Context: an optimization exercise on an open-source flow, tuned for small area, a short achievable clock period and few clock cycles. The choices shown serve that exercise and are no tape-out recipe. No functional check of the RTL was part of any run shown here.

==> design.v <==
module addk #(parameter W = 8) (input wire [W-1:0] x, input wire [W-1:0] y,
                                input wire ci, output wire [W-1:0] s);
  localparam integer NL = (W <= 1) ? 0 : (W <= 2) ? 1 : (W <= 4) ? 2 : (W <= 8) ? 3 : 4;
  wire [W-1:0] p = x ^ y;
  wire [W:0] P [0:NL];
  wire [W:0] V [0:NL];
  assign P[0] = {p, 1'b0};
  assign V[0] = {x, ci};
  genvar i, l;
  generate for (l = 0; l < NL; l = l + 1) begin: lv
    for (i = 0; i <= W; i = i + 1) begin: bt
      if (i >= (1 << l)) begin: m
        assign P[l+1][i] = P[l][i] & P[l][i - (1 << l)];
        assign V[l+1][i] = P[l][i] ? V[l][i - (1 << l)] : V[l][i];
      end else begin: k
        assign P[l+1][i] = P[l][i];
        assign V[l+1][i] = V[l][i];
      end
    end
  end endgenerate
  wire [W-1:0] c = V[NL][W-1:0];
  assign s = p ^ c;
endmodule
module add8c(input wire [7:0] x, input wire [7:0] y, input wire ci, output wire [7:0] s);
  addk #(8) a(.x(x), .y(y), .ci(ci), .s(s));
endmodule
module mul8(input wire [7:0] a, input wire [7:0] b, output wire [7:0] p);
  wire pp0_0 = a[0] & b[0];
  wire pp0_1 = a[1] & b[0];
  wire pp0_2 = a[2] & b[0];
  wire pp0_3 = a[3] & b[0];
  wire pp0_4 = a[4] & b[0];
  wire pp0_5 = a[5] & b[0];
  wire pp0_6 = a[6] & b[0];
  wire pp0_7 = a[7] & b[0];
  wire pp1_0 = a[0] & b[1];
  wire pp1_1 = a[1] & b[1];
  wire pp1_2 = a[2] & b[1];
  wire pp1_3 = a[3] & b[1];
  wire pp1_4 = a[4] & b[1];
  wire pp1_5 = a[5] & b[1];
  wire pp1_6 = a[6] & b[1];
  wire pp2_0 = a[0] & b[2];
  wire pp2_1 = a[1] & b[2];
  wire pp2_2 = a[2] & b[2];
  wire pp2_3 = a[3] & b[2];
  wire pp2_4 = a[4] & b[2];
  wire pp2_5 = a[5] & b[2];
  wire pp3_0 = a[0] & b[3];
  wire pp3_1 = a[1] & b[3];
  wire pp3_2 = a[2] & b[3];
  wire pp3_3 = a[3] & b[3];
  wire pp3_4 = a[4] & b[3];
  wire pp4_0 = a[0] & b[4];
  wire pp4_1 = a[1] & b[4];
  wire pp4_2 = a[2] & b[4];
  wire pp4_3 = a[3] & b[4];
  wire pp5_0 = a[0] & b[5];
  wire pp5_1 = a[1] & b[5];
  wire pp5_2 = a[2] & b[5];
  wire pp6_0 = a[0] & b[6];
  wire pp6_1 = a[1] & b[6];
  wire pp7_0 = a[0] & b[7];
  wire s1 = pp0_6 ^ pp1_5;
  wire c1 = s1 ? 1'b0 : pp0_6;
  wire h2 = pp0_7 ^ pp1_6;
  wire s2 = h2 ^ pp2_5;
  wire c2 = h2 ? pp2_5 : pp0_7;
  wire s3 = pp3_4 ^ pp4_3;
  wire c3 = s3 ? 1'b0 : pp3_4;
  wire s4 = pp0_4 ^ pp1_3;
  wire c4 = s4 ? 1'b0 : pp0_4;
  wire h5 = pp0_5 ^ pp1_4;
  wire s5 = h5 ^ pp2_3;
  wire c5 = h5 ? pp2_3 : pp0_5;
  wire s6 = pp3_2 ^ pp4_1;
  wire c6 = s6 ? 1'b0 : pp3_2;
  wire h7 = s1 ^ pp2_4;
  wire s7 = h7 ^ pp3_3;
  wire c7 = h7 ? pp3_3 : s1;
  wire h8 = pp4_2 ^ pp5_1;
  wire s8 = h8 ^ pp6_0;
  wire c8 = h8 ? pp6_0 : pp4_2;
  wire h9 = c1 ^ s2;
  wire s9 = h9 ^ s3;
  wire c9 = h9 ? s3 : c1;
  wire h10 = pp5_2 ^ pp6_1;
  wire s10 = h10 ^ pp7_0;
  wire c10 = h10 ? pp7_0 : pp5_2;
  wire s11 = pp0_3 ^ pp1_2;
  wire c11 = s11 ? 1'b0 : pp0_3;
  wire h12 = s4 ^ pp2_2;
  wire s12 = h12 ^ pp3_1;
  wire c12 = h12 ? pp3_1 : s4;
  wire h13 = c4 ^ s5;
  wire s13 = h13 ^ s6;
  wire c13 = h13 ? s6 : c4;
  wire h14 = c5 ^ c6;
  wire s14 = h14 ^ s7;
  wire c14 = h14 ? s7 : c5;
  wire h15 = c7 ^ c8;
  wire s15 = h15 ^ s9;
  wire c15 = h15 ? s9 : c7;
  wire s16 = pp0_2 ^ pp1_1;
  wire c16 = s16 ? 1'b0 : pp0_2;
  wire h17 = s11 ^ pp2_1;
  wire s17 = h17 ^ pp3_0;
  wire c17 = h17 ? pp3_0 : s11;
  wire h18 = c11 ^ s12;
  wire s18 = h18 ^ pp4_0;
  wire c18 = h18 ? pp4_0 : c11;
  wire h19 = c12 ^ s13;
  wire s19 = h19 ^ pp5_0;
  wire c19 = h19 ? pp5_0 : c12;
  wire h20 = c13 ^ s14;
  wire s20 = h20 ^ s8;
  wire c20 = h20 ? s8 : c13;
  wire h21 = c14 ^ s15;
  wire s21 = h21 ^ s10;
  wire c21 = h21 ? s10 : c14;
  wire [7:0] ra = {c20, c19, c18, c17, c16, s16, pp0_1, pp0_0};
  wire [7:0] rb = {s21, s20, s19, s18, s17, pp2_0, pp1_0, 1'b0};
  addk #(8) fin(.x(ra), .y(rb), .ci(1'b0), .s(p));
endmodule
module ge8(input wire [7:0] x, input wire [7:0] y, output wire ge);
  wire [7:0] eq = ~(x ^ y);
  wire [3:0] e1, g1;
  genvar i;
  generate for (i = 0; i < 4; i = i + 1) begin: l1
    assign e1[i] = eq[2*i+1] & eq[2*i];
    assign g1[i] = eq[2*i+1] ? x[2*i] : x[2*i+1];
  end endgenerate
  wire [1:0] e2, g2;
  generate for (i = 0; i < 2; i = i + 1) begin: l2
    assign e2[i] = e1[2*i+1] & e1[2*i];
    assign g2[i] = e1[2*i+1] ? g1[2*i] : g1[2*i+1];
  end endgenerate
  wire e3 = e2[1] & e2[0];
  wire g3 = e2[1] ? g2[0] : g2[1];
  assign ge = e3 | g3;
endmodule
module div8(input wire [7:0] a, input wire [7:0] d, output wire [7:0] q);
  wire [3:0] x1 = a[7:4];
  wire [7:0] ix = {x1, d[3:0]};
  localparam [255:0] TQ0 = 256'hff3f7f153f931f910fcf07cd03eb01e100f70075003b0019000f000500030001;
  localparam [255:0] TR0 = 256'h55d52a00d57d0a80f5750288fd5500a0ff5d0020ffd50008fff50000fffd0000;
  localparam [255:0] TQ1 = 256'h00f700f700750075003b003b00190019000f000f000500050003000300010001;
  localparam [255:0] TR1 = 256'h335199590ca00620f319f99100c00068ff31ff9100080000fff1fff900000000;
  localparam [255:0] TQ2 = 256'h000f000f000f000f000500050005000500030003000300030001000100010001;
  localparam [255:0] TR2 = 256'h0f018721c381e18100c0004000200000ff01ff81ffc1ffe10000000000000000;
  localparam [255:0] TQ3 = 256'h0003000300030003000300030003000300010001000100010001000100010001;
  localparam [255:0] TR3 = 256'h00018001c001e001f001f801fc01fe0100000000000000000000000000000000;
  wire [3:0] qh0 = {TQ3[ix], TQ2[ix], TQ1[ix], TQ0[ix]};
  wire [3:0] r10 = {TR3[ix], TR2[ix], TR1[ix], TR0[ix]};
  wire dhi = |d[7:4];
  wire [3:0] qh = dhi ? 4'd0 : qh0;
  wire [3:0] r1 = dhi ? x1 : r10;
  wire [11:0] m1  = {4'b0, d};
  wire [11:0] m2  = {3'b0, d, 1'b0};
  wire [11:0] m4  = {2'b0, d, 2'b0};
  wire [11:0] m8  = {1'b0, d, 3'b0};
  wire [11:0] m16 = {d, 4'b0};
  wire [11:0] m3, m5, m7, m9, m11, m13, m15;
  addk #(12) a3 (.x(m2),  .y(m1),  .ci(1'b0), .s(m3));
  addk #(12) a5 (.x(m4),  .y(m1),  .ci(1'b0), .s(m5));
  addk #(12) a7 (.x(m8),  .y(~m1), .ci(1'b1), .s(m7));
  addk #(12) a9 (.x(m8),  .y(m1),  .ci(1'b0), .s(m9));
  addk #(12) a11(.x(m8),  .y(m3),  .ci(1'b0), .s(m11));
  addk #(12) a13(.x(m8),  .y(m5),  .ci(1'b0), .s(m13));
  addk #(12) a15(.x(m16), .y(~m1), .ci(1'b1), .s(m15));
  wire [11:0] m6  = {m3[10:0], 1'b0};
  wire [11:0] m10 = {m5[10:0], 1'b0};
  wire [11:0] m12 = {m3[9:0], 2'b0};
  wire [11:0] m14 = {m7[10:0], 1'b0};
  wire [11:0] mk [1:15];
  assign mk[1] = m1;   assign mk[2] = m2;   assign mk[3] = m3;   assign mk[4] = m4;
  assign mk[5] = m5;   assign mk[6] = m6;   assign mk[7] = m7;   assign mk[8] = m8;
  assign mk[9] = m9;   assign mk[10] = m10; assign mk[11] = m11; assign mk[12] = m12;
  assign mk[13] = m13; assign mk[14] = m14; assign mk[15] = m15;
  wire [7:0] x2 = {r1, a[3:0]};
  wire [15:1] t;
  genvar k;
  generate for (k = 1; k < 16; k = k + 1) begin: cmp
    wire ge;
    ge8 c(.x(x2), .y(mk[k][7:0]), .ge(ge));
    assign t[k] = (mk[k][11:8] == 4'd0) & ge;
  end endgenerate
  wire [3:0] ql;
  assign ql[3] = t[8];
  assign ql[2] = t[4] & ~t[8] | t[12];
  assign ql[1] = t[2] & ~t[4] | t[6] & ~t[8] | t[10] & ~t[12] | t[14];
  assign ql[0] = t[1] & ~t[2] | t[3] & ~t[4] | t[5] & ~t[6] | t[7] & ~t[8]
               | t[9] & ~t[10] | t[11] & ~t[12] | t[13] & ~t[14] | t[15];
  assign q = {qh, ql};
endmodule
module execute(
  input wire [7:0] ra, rb, rc, rd,
  input wire [23:0] w,               
  input wire [3:0] u1a, u1b,
  input wire [1:0] u1op,
  input wire [3:0] u2a, u2b,
  input wire u2sub, u2mul,
  input wire [3:0] u3a, u3b,
  input wire u3sub,
  input wire [3:0] ta, tb, tc, td, s0t, s1t, s2t,
  output wire [7:0] na, nb, nc, nd, s0d, s1d, s2d
);
  localparam [3:0] T_U1 = 4'd7, T_U2 = 4'd8, T_U3 = 4'd9;
  function [7:0] early;
    input [3:0] t;
    input [7:0] a, b, c, d;
    input [23:0] w;
    begin
      case (t[2:0])
        3'd0: early = a;
        3'd1: early = b;
        3'd2: early = c;
        3'd3: early = d;
        3'd4: early = w[7:0];
        3'd5: early = w[15:8];
        default: early = w[23:16];
      endcase
    end
  endfunction
  wire [7:0] x1a = early(u1a, ra, rb, rc, rd, w);
  wire [7:0] x1b = early(u1b, ra, rb, rc, rd, w);
  wire [7:0] dv = u1b[1] ? (u1b[0] ? rd : rc) : rb;
  wire [7:0] q;
  div8 divider(.a(ra), .d(dv), .q(q));
  wire       sub1 = (u1op == 2'd1);
  wire [7:0] as1, mu1;
  add8c add1(.x(x1a), .y(x1b ^ {8{sub1}}), .ci(sub1), .s(as1));
  mul8 mul1(.a(x1a), .b(x1b), .p(mu1));
  wire [7:0] u1m = u1op[1] ? mu1 : as1;
  wire [7:0] u1 = (u1op == 2'd3) ? q : u1m;
  wire [7:0] e2a = early(u2a, ra, rb, rc, rd, w);
  wire [7:0] e2b = early(u2b, ra, rb, rc, rd, w);
  wire [7:0] x2a = (u2a == T_U1) ? u1 : e2a;
  wire [7:0] x2b = (u2b == T_U1) ? u1 : e2b;
  wire [7:0] m2a = (u2a == T_U1) ? u1m : e2a;
  wire [7:0] m2b = (u2b == T_U1) ? u1m : e2b;
  wire [7:0] as2, mu2;
  add8c add2(.x(x2a), .y(x2b ^ {8{u2sub}}), .ci(u2sub), .s(as2));
  mul8 mul2(.a(m2a), .b(m2b), .p(mu2));
  wire [7:0] u2 = u2mul ? mu2 : as2;
  wire [7:0] x3a = (u3a == T_U2) ? u2 : (u3a == T_U1) ? u1 : early(u3a, ra, rb, rc, rd, w);
  wire [7:0] x3b = (u3b == T_U2) ? u2 : (u3b == T_U1) ? u1 : early(u3b, ra, rb, rc, rd, w);
  wire [7:0] u3;
  add8c add3(.x(x3a), .y(x3b ^ {8{u3sub}}), .ci(u3sub), .s(u3));
  function [7:0] pick;
    input [3:0] t;
    input [7:0] e, r1, r2, r3;
    begin
      pick = (t == T_U3) ? r3 : (t == T_U2) ? r2 : (t == T_U1) ? r1 : e;
    end
  endfunction
  assign na = pick(ta, early(ta, ra, rb, rc, rd, w), u1, u2, u3);
  assign nb = pick(tb, early(tb, ra, rb, rc, rd, w), u1, u2, u3);
  assign nc = pick(tc, early(tc, ra, rb, rc, rd, w), u1, u2, u3);
  assign nd = pick(td, early(td, ra, rb, rc, rd, w), u1, u2, u3);
  assign s0d = pick(s0t, early(s0t, ra, rb, rc, rd, w), u1, u2, u3);
  assign s1d = pick(s1t, early(s1t, ra, rb, rc, rd, w), u1, u2, u3);
  assign s2d = pick(s2t, early(s2t, ra, rb, rc, rd, w), u1, u2, u3);
endmodule
module membank(
  input wire clk,
  input wire we,
  input wire [4:0] wrow,
  input wire [7:0] wdata,
  input wire [31:0] rsel,
  input wire usel,             
  output wire [7:0] rdata,
  output wire [7:0] udata      
);
  reg [7:0] mem [0:31];
  always @(posedge clk)
    if (we)
      mem[wrow] <= wdata;
  reg [7:0] qt [0:3];
  integer i, j;
  always @* begin
    for (j = 0; j < 4; j = j + 1) begin
      qt[j] = 8'd0;
      for (i = 8 * j; i < 8 * j + 8; i = i + 1)
        qt[j] = qt[j] | ({8{rsel[i]}} & mem[i]);
    end
  end
  assign rdata = qt[0] | qt[1] | qt[2] | qt[3];
  assign udata = ({8{usel}} & qt[0]) | ({8{usel}} & qt[1]) | ({8{usel}} & qt[2]) | ({8{usel}} & qt[3]);
endmodule
module group_decoder(
  input wire [71:0] win_all,      
  input wire [4:0] row_lo,        
  input wire [4:0] row_hi,        
  input wire short,               
  output wire [9:1] len_oh,       
  output wire halt,
  output wire [3:0] u1a, u1b,     
  output wire [1:0] u1op,         
  output wire [3:0] u2a, u2b,     
  output wire u2sub, u2mul,
  output wire [3:0] u3a, u3b,     
  output wire u3sub,
  output wire [3:0] ta, tb, tc, td,  
  output wire [23:0] imm,         
  output wire s0v, s1v, s2v,      
  output wire [7:0] s0a, s1a, s2a,
  output wire [3:0] s0t, s1t, s2t
);
  localparam integer W = 9;       
  localparam integer K = 6;       
  localparam [3:0] T_U1 = 4'd7, T_U2 = 4'd8, T_U3 = 4'd9;
  wire [7:0] win [0:W];
  genvar j, r, k;
  generate for (j = 0; j < W; j = j + 1) begin: wb
    assign win[j] = win_all[8*j +: 8];
  end endgenerate
  assign win[W] = 8'd0;
  wire [W:0] two;    
  generate for (j = 0; j < W; j = j + 1) begin: tw
    assign two[j] = (win[j][7:3] == 5'b00011);
  end endgenerate
  assign two[W] = 1'b0;
  wire [W+2:0] sp [0:K];
  assign sp[0] = {{(W+2){1'b0}}, 1'b1};
  generate for (k = 0; k < K; k = k + 1) begin: spk
    reg [W+2:0] nxt;
    integer p;
    always @* begin
      nxt = {(W+3){1'b0}};
      for (p = 0; p <= W; p = p + 1) begin
        nxt[p+1] = nxt[p+1] | (sp[k][p] & ~two[p]);
        nxt[p+2] = nxt[p+2] | (sp[k][p] & two[p]);
      end
    end
    assign sp[k+1] = nxt;
  end endgenerate
  wire [7:0] op [0:K-1];
  wire [7:0] nx [0:K-1];
  wire [K-1:0] fit;
  generate for (k = 0; k < K; k = k + 1) begin: sl
    reg [7:0] o, n;
    integer p;
    always @* begin
      o = 8'd0; n = 8'd0;
      for (p = k; p < W; p = p + 1) begin
        o = o | ({8{sp[k][p]}} & win[p]);
        n = n | ({8{sp[k][p]}} & win[p+1]);
      end
    end
    assign op[k] = o;
    assign nx[k] = n;
    assign fit[k] = ~|sp[k+1][W+2:W+1] & ~(short & sp[k+1][W]);
  end endgenerate
  wire [K-1:0] is_mov, is_alu, is_as, is_mul, is_mvi, is_st, is_halt, is_div;
  wire [3:0] wr [0:K-1];    
  wire [3:0] rd [0:K-1];    
  wire [1:0] aop [0:K-1];
  generate for (k = 0; k < K; k = k + 1) begin: dc
    wire [7:0] o = op[k];
    assign is_mov[k]  = (o <= 8'h0b);
    assign is_alu[k]  = (o >= 8'h0c) && (o <= 8'h17);
    assign is_as[k]   = (o >= 8'h0c) && (o <= 8'h11);
    assign is_mul[k]  = (o >= 8'h12) && (o <= 8'h14);
    assign is_div[k]  = (o >= 8'h15) && (o <= 8'h17);
    assign is_mvi[k]  = (o[7:2] == 6'b000110);
    assign is_st[k]   = (o[7:2] == 6'b000111);
    assign is_halt[k] = (o == 8'hff);
    reg [3:0] w, s;
    always @* begin
      w = 4'b0000; s = 4'b0000;
      if (o <= 8'h0b) begin
        case (o[3:0])
          4'h0: begin w = 4'b0001; s = 4'b0010; end
          4'h1: begin w = 4'b0001; s = 4'b0100; end
          4'h2: begin w = 4'b0001; s = 4'b1000; end
          4'h3: begin w = 4'b0010; s = 4'b0001; end
          4'h4: begin w = 4'b0010; s = 4'b0100; end
          4'h5: begin w = 4'b0010; s = 4'b1000; end
          4'h6: begin w = 4'b0100; s = 4'b0010; end
          4'h7: begin w = 4'b0100; s = 4'b0001; end
          4'h8: begin w = 4'b0100; s = 4'b1000; end
          4'h9: begin w = 4'b1000; s = 4'b0010; end
          4'ha: begin w = 4'b1000; s = 4'b0100; end
          default: begin w = 4'b1000; s = 4'b0001; end
        endcase
      end else if (o <= 8'h17) begin
        w = 4'b0001;
        case (o[4:0])
          5'h0c, 5'h0f, 5'h12, 5'h15: s = 4'b0010;
          5'h0d, 5'h10, 5'h13, 5'h16: s = 4'b0100;
          default: s = 4'b1000;
        endcase
      end else if (o[7:2] == 6'b000110) begin
        w = 4'b0001 << o[1:0];
      end else if (o[7:2] == 6'b000111) begin
        s = 4'b0001 << o[1:0];
      end
    end
    assign wr[k] = w;
    assign rd[k] = s;
    assign aop[k] = (o <= 8'h0e) ? 2'd0 : (o <= 8'h11) ? 2'd1 : (o <= 8'h14) ? 2'd2 : 2'd3;
  end endgenerate
  wire [K-1:0] alu_ge1, alu_ge2, alu_ge3, st_ge1, st_ge2, st_ge3, mvi_ge1, mvi_ge2, mvi_ge3, div_ge1;
  wire [3:0] wb4 [0:K-1];
  wire [3:0] w2 [0:K-1];
  assign alu_ge1[0] = 1'b0; assign alu_ge2[0] = 1'b0; assign alu_ge3[0] = 1'b0;
  assign st_ge1[0]  = 1'b0; assign st_ge2[0]  = 1'b0; assign st_ge3[0] = 1'b0;
  assign mvi_ge1[0] = 1'b0; assign mvi_ge2[0] = 1'b0; assign mvi_ge3[0] = 1'b0;
  assign div_ge1[0] = 1'b0;
  assign wb4[0] = 4'b0000;
  assign w2[0] = 4'b0000;
  generate for (k = 1; k < K; k = k + 1) begin: cnt
    assign alu_ge1[k] = alu_ge1[k-1] | is_alu[k-1];
    assign alu_ge2[k] = alu_ge2[k-1] | (alu_ge1[k-1] & is_alu[k-1]);
    assign alu_ge3[k] = alu_ge3[k-1] | (alu_ge2[k-1] & is_alu[k-1]);
    assign st_ge1[k]  = st_ge1[k-1] | is_st[k-1];
    assign st_ge2[k]  = st_ge2[k-1] | (st_ge1[k-1] & is_st[k-1]);
    assign st_ge3[k]  = st_ge3[k-1] | (st_ge2[k-1] & is_st[k-1]);
    assign mvi_ge1[k] = mvi_ge1[k-1] | is_mvi[k-1];
    assign mvi_ge2[k] = mvi_ge2[k-1] | (mvi_ge1[k-1] & is_mvi[k-1]);
    assign mvi_ge3[k] = mvi_ge3[k-1] | (mvi_ge2[k-1] & is_mvi[k-1]);
    assign div_ge1[k] = div_ge1[k-1] | (is_alu[k-1] & is_div[k-1]);
    assign wb4[k] = wb4[k-1] | wr[k-1];
    assign w2[k] = w2[k-1] | ({4{alu_ge2[k-1] | (alu_ge1[k-1] & is_alu[k-1])}} & wr[k-1]);
  end endgenerate
  wire [K-1:0] first_alu  = is_alu & ~alu_ge1;
  wire [K-1:0] second_alu = is_alu & alu_ge1 & ~alu_ge2;
  wire [K-1:0] third_alu  = is_alu & alu_ge2 & ~alu_ge3;
  wire [K-1:0] first_st   = is_st & ~st_ge1;
  wire [K-1:0] second_st  = is_st & st_ge1 & ~st_ge2;
  wire [K-1:0] third_st   = is_st & st_ge2 & ~st_ge3;
  wire [K-1:0] mvi0 = is_mvi & ~mvi_ge1;
  wire [K-1:0] mvi1 = is_mvi & mvi_ge1 & ~mvi_ge2;
  wire [K-1:0] mvi2 = is_mvi & mvi_ge2 & ~mvi_ge3;
  reg [7:0] r_s0a, r_s1a, r_s2a;
  integer i;
  always @* begin
    r_s0a = 8'd0; r_s1a = 8'd0; r_s2a = 8'd0;
    for (i = 0; i < K; i = i + 1) begin
      r_s0a = r_s0a | ({8{first_st[i]}} & nx[i]);
      r_s1a = r_s1a | ({8{second_st[i]}} & nx[i]);
      r_s2a = r_s2a | ({8{third_st[i]}} & nx[i]);
    end
  end
  assign s0a = r_s0a; assign s1a = r_s1a; assign s2a = r_s2a;
  wire smc0 = (r_s0a[7:3] == row_lo) | (r_s0a[7:3] == row_hi);
  wire smc1 = (r_s1a[7:3] == row_lo) | (r_s1a[7:3] == row_hi);
  wire smc2 = (r_s2a[7:3] == row_lo) | (r_s2a[7:3] == row_hi);
  wire clash1 = (r_s1a[2:0] == r_s0a[2:0]);
  wire clash2 = (r_s2a[2:0] == r_s0a[2:0]) | (r_s2a[2:0] == r_s1a[2:0]);
  wire [K-1:0] cb, ca;
  generate for (k = 0; k < K; k = k + 1) begin: cut
    wire div_late = is_div[k] & (wb4[k][0] | |(wb4[k] & rd[k]));
    assign cb[k] = ~fit[k]
                 | (is_alu[k] & (alu_ge3[k] | (alu_ge2[k] & ~is_as[k]) | div_late
                                 | (alu_ge1[k] & (is_div[k] | (is_mul[k] & div_ge1[k])))))
                 | (is_st[k] & (st_ge3[k] | |(w2[k] & rd[k])
                                | (second_st[k] & clash1) | (third_st[k] & clash2)))
                 | (is_mvi[k] & mvi_ge3[k]);
    assign ca[k] = is_halt[k] | (first_st[k] & smc0) | (second_st[k] & smc1) | (third_st[k] & smc2);
  end endgenerate
  wire [K:1] stop;
  generate for (k = 1; k <= K; k = k + 1) begin: sp1
    if (k < K) begin: m
      assign stop[k] = cb[k] | ca[k-1];
    end else begin: l
      assign stop[k] = 1'b1;
    end
  end endgenerate
  wire [K:1] prior;    
  assign prior[1] = 1'b0;
  generate for (k = 2; k <= K; k = k + 1) begin: pr
    assign prior[k] = prior[k-1] | stop[k-1];
  end endgenerate
  wire [K:1] n_oh = stop & ~prior;
  wire [K-1:0] inc;
  assign inc[0] = 1'b1;
  generate for (k = 1; k < K; k = k + 1) begin: ic
    assign inc[k] = ~prior[k+1 > K ? K : k+1] & ~stop[k];
  end endgenerate
  reg [9:1] r_len;
  always @* begin
    r_len = 9'd0;
    for (i = 1; i <= K; i = i + 1)
      r_len = r_len | ({9{n_oh[i]}} & sp[i][9:1]);
  end
  assign len_oh = r_len;
  wire [3:0] t [0:K][0:3];
  wire [3:0] srct [0:K-1];
  generate for (r = 0; r < 4; r = r + 1) begin: t0
    assign t[0][r] = r;
  end endgenerate
  generate for (k = 0; k < K; k = k + 1) begin: tg
    assign srct[k] = ({4{rd[k][0]}} & t[k][0]) | ({4{rd[k][1]}} & t[k][1])
                   | ({4{rd[k][2]}} & t[k][2]) | ({4{rd[k][3]}} & t[k][3]);
    wire [3:0] cv = is_mvi[k] ? (mvi_ge2[k] ? 4'd6 : mvi_ge1[k] ? 4'd5 : 4'd4)
                              : (alu_ge2[k] ? T_U3 : alu_ge1[k] ? T_U2 : T_U1);
    for (r = 0; r < 4; r = r + 1) begin: rg
      wire w  = wr[k][r];
      wire wm = w & is_mov[k];
      wire wc = w & ~is_mov[k];
      assign t[k+1][r] = ({4{~w}} & t[k][r]) | ({4{wm}} & srct[k]) | ({4{wc}} & cv);
    end
  end endgenerate
  reg [3:0] tend [0:3];
  integer m;
  always @* begin
    for (m = 0; m < 4; m = m + 1) begin
      tend[m] = 4'd0;
      for (i = 1; i <= K; i = i + 1)
        tend[m] = tend[m] | ({4{n_oh[i]}} & t[i][m]);
    end
  end
  assign ta = tend[0];
  assign tb = tend[1];
  assign tc = tend[2];
  assign td = tend[3];
  reg [3:0] r_u1a, r_u1b, r_u2a, r_u2b, r_u3a, r_u3b, r_s0t, r_s1t, r_s2t;
  reg [1:0] r_u1op;
  reg       r_u2sub, r_u2mul, r_u3sub, r_s0v, r_s1v, r_s2v, r_halt;
  reg [23:0] r_imm;
  always @* begin
    r_u1a = 4'd0; r_u1b = 4'd0; r_u2a = 4'd0; r_u2b = 4'd0;
    r_s0t = 4'd0; r_s1t = 4'd0; r_s2t = 4'd0;
    r_u1op = 2'd0; r_u2sub = 1'b0; r_u2mul = 1'b0;
    r_u3a = 4'd0; r_u3b = 4'd0; r_u3sub = 1'b0;
    r_s0v = 1'b0; r_s1v = 1'b0; r_s2v = 1'b0; r_halt = 1'b0;
    r_imm = 24'd0;
    for (i = 0; i < K; i = i + 1) begin
      r_u1a = r_u1a | ({4{first_alu[i]}} & t[i][0]);
      r_u1b = r_u1b | ({4{first_alu[i]}} & srct[i]);
      r_u1op = r_u1op | ({2{first_alu[i]}} & aop[i]);
      r_u2a = r_u2a | ({4{second_alu[i]}} & t[i][0]);
      r_u2b = r_u2b | ({4{second_alu[i]}} & srct[i]);
      r_u2sub = r_u2sub | (second_alu[i] & (aop[i] == 2'd1));
      r_u2mul = r_u2mul | (second_alu[i] & (aop[i] == 2'd2));
      r_u3a = r_u3a | ({4{third_alu[i]}} & t[i][0]);
      r_u3b = r_u3b | ({4{third_alu[i]}} & srct[i]);
      r_u3sub = r_u3sub | (third_alu[i] & (aop[i] == 2'd1));
      r_s0t = r_s0t | ({4{first_st[i]}} & srct[i]);
      r_s0v = r_s0v | (first_st[i] & inc[i]);
      r_s1t = r_s1t | ({4{second_st[i]}} & srct[i]);
      r_s1v = r_s1v | (second_st[i] & inc[i]);
      r_s2t = r_s2t | ({4{third_st[i]}} & srct[i]);
      r_s2v = r_s2v | (third_st[i] & inc[i]);
      r_imm[7:0]   = r_imm[7:0]   | ({8{mvi0[i]}} & nx[i]);
      r_imm[15:8]  = r_imm[15:8]  | ({8{mvi1[i]}} & nx[i]);
      r_imm[23:16] = r_imm[23:16] | ({8{mvi2[i]}} & nx[i]);
      r_halt = r_halt | (is_halt[i] & inc[i]);
    end
  end
  assign u1a = r_u1a; assign u1b = r_u1b; assign u1op = r_u1op;
  assign u2a = r_u2a; assign u2b = r_u2b; assign u2sub = r_u2sub; assign u2mul = r_u2mul;
  assign u3a = r_u3a; assign u3b = r_u3b; assign u3sub = r_u3sub;
  assign s0t = r_s0t; assign s1t = r_s1t; assign s2t = r_s2t;
  assign s0v = r_s0v; assign s1v = r_s1v; assign s2v = r_s2v;
  assign imm = r_imm;
  assign halt = r_halt;
endmodule
module processor(
  input wire clk, reset,
  input wire op,  
  input wire [7:0] in_data,
  input wire user_write_memory,
  input wire [7:0] user_address,
  output wire [7:0] out_data,  
  output wire done             
);
  reg [7:0] reg_a, reg_b, reg_c, reg_d;
  reg [7:0] pc;
  reg       f_halted;     
  reg       done_r;
  reg [63:0] rb0, rb1;
  reg [7:0]  rv0, rv1;    
  reg        g_valid;
  reg        g_halt;
  reg [23:0] g_imm;       
  reg [3:0]  g_u1a, g_u1b;
  reg [1:0]  g_u1op;
  reg [3:0]  g_u2a, g_u2b;
  reg        g_u2sub, g_u2mul;
  reg [3:0]  g_u3a, g_u3b;
  reg        g_u3sub;
  reg [3:0]  g_ta, g_tb, g_tc, g_td;
  reg        g_s0v, g_s1v, g_s2v;
  reg [7:0]  g_s0a, g_s1a, g_s2a;
  reg [3:0]  g_s0t, g_s1t, g_s2t;
  wire [4:0] row0 = pc[7:3];
  wire [4:0] row1 = row0 + 5'd1;
  wire [4:0] row2 = row0 + 5'd2;
  wire [7:0] a_new, b_new, c_new, d_new, s0d, s1d, s2d;
  execute ex(
    .ra(reg_a), .rb(reg_b), .rc(reg_c), .rd(reg_d), .w(g_imm),
    .u1a(g_u1a), .u1b(g_u1b), .u1op(g_u1op),
    .u2a(g_u2a), .u2b(g_u2b), .u2sub(g_u2sub), .u2mul(g_u2mul),
    .u3a(g_u3a), .u3b(g_u3b), .u3sub(g_u3sub),
    .ta(g_ta), .tb(g_tb), .tc(g_tc), .td(g_td), .s0t(g_s0t), .s1t(g_s1t), .s2t(g_s2t),
    .na(a_new), .nb(b_new), .nc(c_new), .nd(d_new), .s0d(s0d), .s1d(s1d), .s2d(s2d)
  );
  wire all0 = &rv0;
  wire all1 = &rv1;
  wire [4:0] frow = ~all0 ? row0 : ~all1 ? row1 : row2;
  wire [4:0] rrow = op ? frow : user_address[7:3];
  wire [31:0] rsel = 32'd1 << rrow;
  wire [7:0] cw0 = {8{g_valid & g_s0v}} & (8'd1 << g_s0a[2:0]);
  wire [7:0] cw1 = {8{g_valid & g_s1v}} & (8'd1 << g_s1a[2:0]);
  wire [7:0] cw2 = {8{g_valid & g_s2v}} & (8'd1 << g_s2a[2:0]);
  wire [7:0] uwb = {8{~op & user_write_memory}} & (8'd1 << user_address[2:0]);
  wire [63:0] bank_row;
  wire [63:0] bank_user;
  wire [7:0]  ubank = 8'd1 << user_address[2:0];
  genvar b;
  generate for (b = 0; b < 8; b = b + 1) begin: bk
    wire       we   = cw0[b] | cw1[b] | cw2[b] | uwb[b];
    wire [4:0] wrow = cw0[b] ? g_s0a[7:3] : cw1[b] ? g_s1a[7:3] : cw2[b] ? g_s2a[7:3] : user_address[7:3];
    wire [7:0] wdat = cw0[b] ? s0d : cw1[b] ? s1d : cw2[b] ? s2d : in_data;
    membank m(.clk(clk), .we(we), .wrow(wrow), .wdata(wdat), .rsel(rsel),
              .usel(ubank[b]), .rdata(bank_row[8*b +: 8]), .udata(bank_user[8*b +: 8]));
  end endgenerate
  assign out_data = bank_user[7:0] | bank_user[15:8] | bank_user[23:16] | bank_user[31:24]
                  | bank_user[39:32] | bank_user[47:40] | bank_user[55:48] | bank_user[63:56];
  wire [2:0] pcl = pc[2:0];
  wire [127:0] rbuf = {rb1, rb0};
  wire [71:0] win_all = rbuf[{pcl, 3'b000} +: 72];
  wire [9:1] f_len_oh;
  wire [23:0] f_imm;
  wire       f_halt;
  wire [3:0] f_u1a, f_u1b, f_u2a, f_u2b;
  wire [1:0] f_u1op;
  wire       f_u2sub, f_u2mul;
  wire [3:0] f_u3a, f_u3b;
  wire       f_u3sub;
  wire [3:0] f_ta, f_tb, f_tc, f_td;
  wire       f_s0v, f_s1v, f_s2v;
  wire [7:0] f_s0a, f_s1a, f_s2a;
  wire [3:0] f_s0t, f_s1t, f_s2t;
  group_decoder dec(
    .win_all(win_all), .row_lo(row0), .row_hi(row1), .short(pcl == 3'd7),
    .len_oh(f_len_oh), .halt(f_halt), .imm(f_imm),
    .u1a(f_u1a), .u1b(f_u1b), .u1op(f_u1op),
    .u2a(f_u2a), .u2b(f_u2b), .u2sub(f_u2sub), .u2mul(f_u2mul),
    .u3a(f_u3a), .u3b(f_u3b), .u3sub(f_u3sub),
    .ta(f_ta), .tb(f_tb), .tc(f_tc), .td(f_td),
    .s0v(f_s0v), .s1v(f_s1v), .s2v(f_s2v), .s0a(f_s0a), .s1a(f_s1a), .s2a(f_s2a),
    .s0t(f_s0t), .s1t(f_s1t), .s2t(f_s2t)
  );
  wire hz0 = g_s0v & ((g_s0a[7:3] == row0) | (g_s0a[7:3] == row1) | (g_s0a[7:3] == row2));
  wire hz1 = g_s1v & ((g_s1a[7:3] == row0) | (g_s1a[7:3] == row1) | (g_s1a[7:3] == row2));
  wire hz2 = g_s2v & ((g_s2a[7:3] == row0) | (g_s2a[7:3] == row1) | (g_s2a[7:3] == row2));
  wire hz = g_valid & (hz0 | hz1 | hz2);
  wire f_run = op & ~f_halted & ~done_r;
  wire f_go = f_run & all0 & all1 & ~hz;
  wire f_load = f_run & ~(all0 & all1) & ~hz;    
  reg [4:0] pcl_sum;
  integer k;
  always @* begin
    pcl_sum = 5'd0;
    for (k = 1; k <= 9; k = k + 1)
      pcl_sum = pcl_sum | ({5{f_len_oh[k]}} & ({2'b0, pcl} + k));
  end
  wire f_carry = pcl_sum[3];
  wire f_carry2 = pcl_sum[4];
  wire [7:0] snoop0 = {8{uwb != 8'd0 && user_address[7:3] == row0}} & uwb;
  wire [7:0] snoop1 = {8{uwb != 8'd0 && user_address[7:3] == row1}} & uwb;
  always @(posedge clk, posedge reset)
    if (reset) begin
      reg_a <= 8'h55; reg_b <= 8'h11; reg_c <= 8'h11; reg_d <= 8'h11;
      pc <= 8'd0;
      f_halted <= 1'b0; done_r <= 1'b0;
      g_valid <= 1'b0;
      rv0 <= 8'd0; rv1 <= 8'd0;
    end else begin
      if (g_valid) begin
        reg_a <= a_new; reg_b <= b_new; reg_c <= c_new; reg_d <= d_new;
      end
      if (f_go) pc <= {f_carry2 ? row2 : f_carry ? row1 : row0, pcl_sum[2:0]};
      g_valid <= f_go;
      if (!op) begin
        f_halted <= 1'b0;
        done_r <= 1'b0;
      end else begin
        if (f_go && f_halt) f_halted <= 1'b1;
        if (g_valid && g_halt) done_r <= 1'b1;
      end
      if (hz) begin
        rv0 <= 8'd0; rv1 <= 8'd0;
      end else if (f_go && f_carry2) begin
        rv0 <= 8'hff; rv1 <= 8'd0;
      end else if (f_go && f_carry) begin
        rv0 <= rv1; rv1 <= 8'hff;
      end else if (f_load) begin
        if (!all0) rv0 <= 8'hff;
        else rv1 <= 8'hff;
      end else begin
        rv0 <= rv0 | snoop0;
        rv1 <= rv1 | snoop1;
      end
    end
  genvar y;
  generate for (y = 0; y < 8; y = y + 1) begin: rbb
    always @(posedge clk) begin
      if (f_go && f_carry2) begin
        rb0[8*y +: 8] <= bank_row[8*y +: 8];
      end else if (f_go && f_carry) begin
        rb0[8*y +: 8] <= rb1[8*y +: 8];
        rb1[8*y +: 8] <= bank_row[8*y +: 8];
      end else if (f_load) begin
        if (!all0) rb0[8*y +: 8] <= bank_row[8*y +: 8];
        else rb1[8*y +: 8] <= bank_row[8*y +: 8];
      end else begin
        if (snoop0[y]) rb0[8*y +: 8] <= in_data;
        if (snoop1[y]) rb1[8*y +: 8] <= in_data;
      end
    end
  end endgenerate
  always @(posedge clk) begin
    g_halt <= f_halt;
    g_imm <= f_imm;
    g_u1a <= f_u1a; g_u1b <= f_u1b; g_u1op <= f_u1op;
    g_u2a <= f_u2a; g_u2b <= f_u2b; g_u2sub <= f_u2sub; g_u2mul <= f_u2mul;
    g_u3a <= f_u3a; g_u3b <= f_u3b; g_u3sub <= f_u3sub;
    g_ta <= f_ta; g_tb <= f_tb; g_tc <= f_tc; g_td <= f_td;
    g_s0v <= f_s0v; g_s0a <= f_s0a; g_s0t <= f_s0t;
    g_s1v <= f_s1v; g_s1a <= f_s1a; g_s1t <= f_s1t;
    g_s2v <= f_s2v; g_s2a <= f_s2a; g_s2t <= f_s2t;
  end
  assign done = done_r;
endmodule
==> flow/run.sh <==
#!/bin/bash
# The standard flow's own layout (standard.sh), except that synthesis skips ORFS's adder
# step (Yosys extract_fa and the full/half-adder cell map): ABC then maps the
# arithmetic as plain logic and times it as a whole. Everything else, the
# registers included, is the standard synthesis and layout.
set -euo pipefail
here=$(pwd)

# ORFS's synth.tcl without the block from "Technology mapping of adders" up
# to "Technology mapping of latches"
sed '/^# Technology mapping of adders/,/^# Technology mapping of latches/{/^# Technology mapping of latches/!d}' \
  "$FLOW_HOME/scripts/synth.tcl" > "$here/synth_noadder.tcl"
grep -q '^# Technology mapping of latches' "$here/synth_noadder.tcl"
! grep -q 'extract_fa' "$here/synth_noadder.tcl"

# The standard flow's synthesis script, sourcing that instead of ORFS's synth.tcl
sed "s#source \$::env(SCRIPTS_DIR)/synth.tcl#source $here/synth_noadder.tcl#" \
  synth_recipe.tcl > "$here/synth_recipe_noadder.tcl"
grep -q 'synth_noadder.tcl' "$here/synth_recipe_noadder.tcl"

# standard.sh with that synthesis script
sed "s#SYNTH_SCRIPT=[^ ]*#SYNTH_SCRIPT=$here/synth_recipe_noadder.tcl#" standard.sh > "$here/standard_noadder.sh"
grep -q 'synth_recipe_noadder.tcl' "$here/standard_noadder.sh"

bash "$here/standard_noadder.sh" finish > "$here/orfs_make.log" 2>&1
==> standard.sh <==
#!/bin/bash
# synth_recipe.tcl (not shown) runs the flow's synth.tcl, then flattens the netlist and writes it again
# the make line also repeats each setting of config.mk as NAME=value (left out here)
make -C /OpenROAD-flow-scripts/flow DESIGN_CONFIG=/design/flow/config.mk WORK_HOME=/design/flow/orfs CLKGATE_MAP_FILE= SYNTH_SCRIPT=/design/flow/synth_recipe.tcl "${@:-finish}"
==> config.mk <==
export PLATFORM = sky130hd
export DESIGN_NAME = processor
export DESIGN_NICKNAME = processor
export VERILOG_FILES = /design/flow/design.v
export SDC_FILE = /design/flow/constraint.sdc
export NUM_CORES = 8
export LEC_CHECK = 0
export CAP_MARGIN = 20
export CORE_MARGIN = 2
export CORE_UTILIZATION = 50
export CTS_CLUSTER_DIAMETER = 100
export CTS_CLUSTER_SIZE = 22
export PLACE_DENSITY = 0.6
export SETUP_SLACK_MARGIN = 4
export SLEW_MARGIN = 20
==> constraint.sdc <==
create_clock -name core_clock -period 12.5 [get_ports {clk}]
set_input_delay 2.5000 -clock core_clock [delete_from_list [all_inputs] [get_ports {clk}]]
set_output_delay 2.5000 -clock core_clock [all_outputs]
set_load 0.01 [all_outputs]
==> summary.txt, run 1 <==
Worst setup path
  • Worst setup EP type: flop
  • WP data required: 13.20 ns
  • CP Class: flop to flop
  • FF-to-FF Start: pc[0]
  • Slowest cell on crit path: o221ai_1
  • CP arrival: 9.29 ns
  • CP max FO: 30
  • Worst Setup SP: pc[0]
  • Startpoint types: flop
  • CP max stage delay: 0.77 ns

Synth
  • EDFF count, synth: 2,176
  • Library cells used by synthesis: 143
  • Seq/Total Area, Yosys: 0.551
  • Mean Syn Cell Area: 11.1 µm²
  • Post-synthesis async set-or-reset flop share: 0.0252
  • FF+latch count, synth: 2,342
  • Post-Syn Area: 125,000 µm²
  • Ys Warns: 9
  • Top FF cell, synth: edfxtp_1
  • Post-Synthesis Cells: 11,276

Die
  • IO Count: 29
  • Initial Util: 0.503
  • Die Ht: 505 µm
  • Die area: 255,000 µm²
  • Core ar.: 249,000 µm²
  • Row cnt: 183
  • Chip width: 505 µm

Drt
  • Antenna Nets Post-Route: 0
  • Wirelength per Cell: 39.5 µm
  • DRC: 0
  • DR vias/cell: 7.46
  • First drt pass iteration count: 20
  • DRT iter0 DRCs: 20,051
  • Vias: 113,315
  • Post-Route WL: 600,000 µm

STA
  • Setup-failing EPs final: 0
  • Count of pins over their slew limit: 0
  • PnR worst setup slack: 3.92 ns
  • Period utilisation layout: 0.687
  • Worst slew pin tran: 1.29 ns
  • Setup Skew: 0.131 ns
  • Fmax: 117 MHz
  • Worst slew margin: 0.134
  • Final Critical Period: 8.58 ns
  • Hold slack final: 0.501 ns
  • Final Hold Viols: 0
  • Total negative slack: 0 ns
  • RSZ-0062 raised after global routing: true

Global routing
  • Met3 Use GR: 0.105
  • Initial antenna violation count: 25
  • Vias in the first global route: 102,038
  • Aggregate global-route resource usage: 0.450
  • M1 GR Usage: 0.585
  • Grt ovf: 0
  • GRT Max-Usage Layer: met2
  • Largest net degree at the start of global routing: 79
  • Met2 usage: 0.663
  • First-pass GRT wire length: 816,000 µm

Clock tree
  • Root Buffer: clkbuf_16
  • Clk slew on worst S/H paths: 0.10 ns
  • CTS Buffer Depth: 3
  • Clk sinks: 2,342
  • TritonCTS buffer count: 120
  • CTS tree: done
  • Clock insertion delay at the later pin of the skew report: 0.91 ns
  • Number of H-tree levels: 3

Placement
  • Post-placement worst setup slack: 1.44 ns
  • Gpl congestion: 1.10
  • PortBufs: 28
  • Detail Placement HPWL: 398,000 µm
  • Post-DP Area: 131,000 µm²

Min path
  • Min-delay src: rv1[4]
  • Worst hold path class: flop to flop

Final layout
  • P&R area growth vs syn: 17.4%
  • Design Area, Final: 147,000 µm²
  • Share of cells above drive strength 1: 0.219
  • Final #Nets: 11,815

Flow run
  • Max Cap Viol: 0

Run status
  • Status: complete, no violations
final timing paths:
kind                            slack, ns  depth (start not counted)  endpoint
worst max-delay path                 3.92                         33    rv1[4]
worst min-delay path                 0.50                          1    rv1[4]
worst max register to register       3.92                         33    rv1[4]
worst min register to register       0.50                          1    rv1[4]
max in group asynchronous            9.34                          3     pc[1]
min in group asynchronous            2.26                          3  reg_b[7]
registers in the layout, indices dropped and copies added (netlist names), 8 cells and up:
register / count
bk.m.mem: 2048
g_imm: 24
g_s0a: 8
g_s1a: 8
g_s2a: 8
pc: 8
rb0: 64
rb1: 64
reg_a: 8
reg_b: 8
reg_c: 8
reg_d: 8
rv0: 8
rv1: 8
layer usage:
layer	up-vias	part of all wire
met3	2354	0.13
met2	9815	0.43
met1	55514	0.35
met4	14	0.093
met5	-	0.00014
li1	45618	-
logic make-up (layout without fill, tap and decap cells):
logic type / after synthesis / in the layout / synth area share
AO/OA/AOI/OAI: 3935 / 3943 / 0.224
other: 1 / 25 / 0.0000299
AND/OR/NAND/NOR: 3217 / 3222 / 0.119
flip-flops: 2342 / 2342 / 0.551
XOR/XNOR: 250 / 250 / 0.0185
multiplexers: 473 / 473 / 0.0498
buffers and inverters: 1007 / 1546 / 0.0339
adder cells (fa/ha/maj): 51 / 51 / 0.00417
cell usage after synthesis, types with 60 or more instances:
| cell type | number | area share |
|---|---|---|
| o21ai_1 | 109 | 0.0044 |
| and2_1 | 60 | 0.0030 |
| nand2b_1 | 88 | 0.0044 |
| nand4_1 | 193 | 0.0096 |
| nor3_1 | 182 | 0.0073 |
| a221oi_1 | 285 | 0.020 |
| a211oi_1 | 151 | 0.0090 |
| inv_1 | 136 | 0.0041 |
| buf_1 | 110 | 0.0033 |
| mux4_2 | 107 | 0.019 |
| clkbuf_1 | 569 | 0.017 |
| dfxtp_1 | 107 | 0.017 |
| buf_2 | 129 | 0.0052 |
| a22o_1 | 243 | 0.017 |
| or3_1 | 73 | 0.0036 |
| a22oi_1 | 713 | 0.043 |
| nor2_1 | 1015 | 0.030 |
| a21oi_1 | 587 | 0.023 |
| xnor2_1 | 193 | 0.013 |
| nor2b_1 | 71 | 0.0035 |
| o21ai_0 | 605 | 0.024 |
| o221ai_1 | 136 | 0.0095 |
| o211ai_1 | 135 | 0.0081 |
| mux2i_1 | 266 | 0.021 |
| mux2_2 | 91 | 0.0082 |
| a31oi_1 | 93 | 0.0046 |
| nand2_1 | 953 | 0.029 |
| nand3_1 | 317 | 0.013 |
| edfxtp_1 | 2176 | 0.52 |
| o21a_1 | 124 | 0.0074 |
| o22ai_1 | 143 | 0.0071 |
cell type report:
class | instances | area, µm²
sequential | 2342 | 69000
clock inverter | 17 | 307
timing repair buffer | 1245 | 12200
clock buffer | 139 | 3070
tap | 3330 | 4170
multi-input combinational | 7941 | 57600
inverter | 145 | 562
antenna | 23 | 57.6
fill | 20408 | 102000
worst max-delay path: cells and delay by family (launching register included):
| family | cells | cell delay (ns) |
|---|---|---|
| compound gates | 15 | 4.04 |
| flops | 1 | 0.43 |
| mux | 1 | 0.61 |
| simple gates | 6 | 1.47 |
| buf+inv | 11 | 1.85 |
cell usage in the layout (no fill, tap or decap), types with 69 or more instances in the layout:
cell type	Yosys	layout
mux2i_1	266	240
a211oi_1	151	130
xnor2_1	193	171
nor2b_1	71	69
o211ai_1	135	135
buf_4	28	958
buf_12	0	103
nand3_1	317	297
nor2_1	1015	888
mux2_2	91	84
a22oi_1	713	688
o221ai_1	136	125
o21ai_1	109	121
buf_6	22	87
a22o_1	243	241
nor2_2	6	81
a221oi_1	285	206
a221oi_2	10	71
o21ai_2	8	69
nand2b_1	88	74
nand4_1	193	193
nor3_1	182	156
clkbuf_16	0	136
o21ai_0	605	518
mux4_2	107	107
nand2_1	953	916
edfxtp_1	2176	2176
o21a_1	124	119
inv_1	136	133
dfxtp_1	107	100
a31oi_1	93	81
a21oi_1	587	547
o22ai_1	143	127
repair_timing:
action / 4_1_cts / 5_1_grt
setup endpoints to repair: 2403 / 2108
resized for setup: 771 / 495
pin swaps: 159 / 201
gates cloned: 32 / 20
hold buffers: 0 / 0
setup buffers: 292 / 285
stage by stage:
stage / instances / utilization
detailed placement: 14362 / 0.528
floorplan: 11277 / -
CTS: 14842 / 0.569
global placement: 14355 / 0.528
finish: 15182 / 0.591
global route: 15162 / 0.591
==> run 2, diff against run 1 <==
--- a/config.mk
+++ b/config.mk
@@ -7,9 +7,7 @@
 export LEC_CHECK = 0
 export CAP_MARGIN = 20
 export CORE_MARGIN = 2
-export CORE_UTILIZATION = 50
-export CTS_CLUSTER_DIAMETER = 100
-export CTS_CLUSTER_SIZE = 22
-export PLACE_DENSITY = 0.6
+export CORE_UTILIZATION = 65
+export PLACE_DENSITY = 0.75
 export SETUP_SLACK_MARGIN = 4
 export SLEW_MARGIN = 20
==> run 2 against run 1 <==
Compared with the run above:
- the run now fails in 5_1_grt
- synthesized cell count unchanged
- area after synthesis is the same
==> summary.txt, run 2 <==
Die
  • Chip width: 443 µm (-12%)
  • Die Ht: 443 µm (-12%)
  • IO Count: 29 (unchanged)
  • Row cnt: 161 (-12%)
  • Initial Util: 0.653 (+0.149)

Clock tree
  • Hold_buf cts: 0 (unchanged)
  • Root Buffer: clkbuf_16
  • TritonCTS buffer count: 210 (+75%)
  • Number of H-tree levels: 4 (+1)
  • Clk sinks: 2,342 (unchanged)
  • CTS Buffer Depth: 3 (unchanged)

Synth
  • Compound-gate portion of the synthesized area: 0.224 (unchanged)
  • Post-Syn Area: 125,000 µm² (unchanged)
  • FF+latch count, synth: 2,342 (unchanged)
  • Mux share of post-synthesis cell area: 0.0498 (unchanged)
  • Cell taking the most area after synthesis: edfxtp_1
  • Synth Area in Adders: 0.00417 (unchanged)
  • Simple-gate share of the synthesized area: 0.119 (unchanged)
  • Share of the synthesized area in the top cell type: 0.522 (unchanged)
  • Largest family of logic cells by synthesized area: compound AO/OA/AOI/OAI gates
  • Seq/Total Area, Yosys: 0.551 (unchanged)
  • Most common cell in the synthesized netlist: edfxtp_1
  • Mean Syn Cell Area: 11.1 µm² (unchanged)
  • Library cells used by synthesis: 143 (unchanged)
  • Top cells by area, synth: edfxtp_1 (52%), a22oi_1 (4.3%), nor2_1 (3.0%)
  • Synth Area in XOR/XNOR: 0.0185 (unchanged)
  • Post-synthesis async set-or-reset flop share: 0.0252 (unchanged)
  • Synth top cells by count: edfxtp_1 (2,176), nor2_1 (1,015), nand2_1 (953)
  • Top FF cell, synth: edfxtp_1
  • EDFF count, synth: 2,176 (unchanged)
  • Post-Synthesis Cells: 11,276 (unchanged)
  • Ys Warns: 9 (unchanged)

Run status
  • Status: did not finish
  • Failing step: 5_1_grt
  • Error: [ERROR GRT-0116] Global routing finished with congestion. Check the congestion regions in the DRC Viewer.

Global routing
  • First-pass GRT wire length: 1,180,000 µm
  • Aggregate global-route resource usage: 0.843
  • Grt ovf: 1,240
  • Largest net degree at the start of global routing: 79
  • Vias in the first global route: 142,397

Placement
  • Gpl congestion: 1.17 (+5.9%)
  • PortBufs: 28 (unchanged)
  • Detail Placement HPWL: 391,000 µm (-1.8%)
-- run 2: cell counts after synthesis --
Identical to the previous run, type by type.
-- run 2: worst min-delay path by stage --
stage / startpoint / endpoint / slack, ns / depth (start not counted)
after floorplan: rv0[0] / rv0[0] / 0.46 / 1
after global placement: rv1[6] / rv1[6] / 0.47 / 1
after detailed placement: rv1[6] / rv1[6] / 0.48 / 1
after CTS: rv0[0] / rv0[0] / 0.50 / 1
-- run 2: what timing repair did --
| action | 4_1_cts |
|---|---|
| endpoints found under the setup margin | 2404 |
| cloned | 47 |
| pin swaps | 248 |
| endpoints found under the hold margin | 0 |
| resized for setup | 970 |
| buffers inserted | 431 |
-- run 2: per-stage QoR --
step           hold WS, ns  worst slack [ns]  instance area [µm²]   util  std cells
2_1_floorplan        0.463              3.97               125000      -      11277
3_3_place_gp         0.475              1.54               130000  0.677      13506
3_5_place_dp         0.481              1.42               130000  0.678      13508
4_1_cts              0.498              3.86               146000  0.763      14380
-- run 2: cell families after synthesis --
family	count (synthesis)
AOI/OAI and AO/OA	3935
other	1
adders and majority gates	51
muxes	473
and+or+nand+nor	3217
DFF	2342
xor gates and xnor gates	250
buffers and inverters	1007
-- run 2: routing by layer --
metal  overflow  track usage
met5         32        0.496
met4        378        0.823
met3        193        0.756
met2        456        0.951
met1        181        0.845

## re-timing with driven ports
No port has a modelled driver above. Below, the same layout with a new extraction and two added sets of constraints. Step 1: set_driving_cell puts a clkbuf_16 on clk and a buf_2 on each other input, an assumption about the parent block. Step 2 adds t to the input delays and takes it off the output delays; t is the mean of the earliest and latest rising clock arrival at the registers after step 1. Input paths then give back, and output paths get back, about the clock's delay inside the block. Three values: no drivers, after step 1, after step 2; two values: the first two.
run: run 1
t (ns): 0.928
setup slack, ns: 3.917 / 3.688 / 3.688
hold slack, ns: 0.501 / 0.501 / 0.501
clock arrival spread, ns: 0.131 / 0.131
slew at the worst register clock pin (ns): 0.10 / 0.10
After both steps setup and hold are still met in run 1. For run 1, drivers alone change the setup slack by -0.229 ns; drivers and shift together by -0.229 ns.
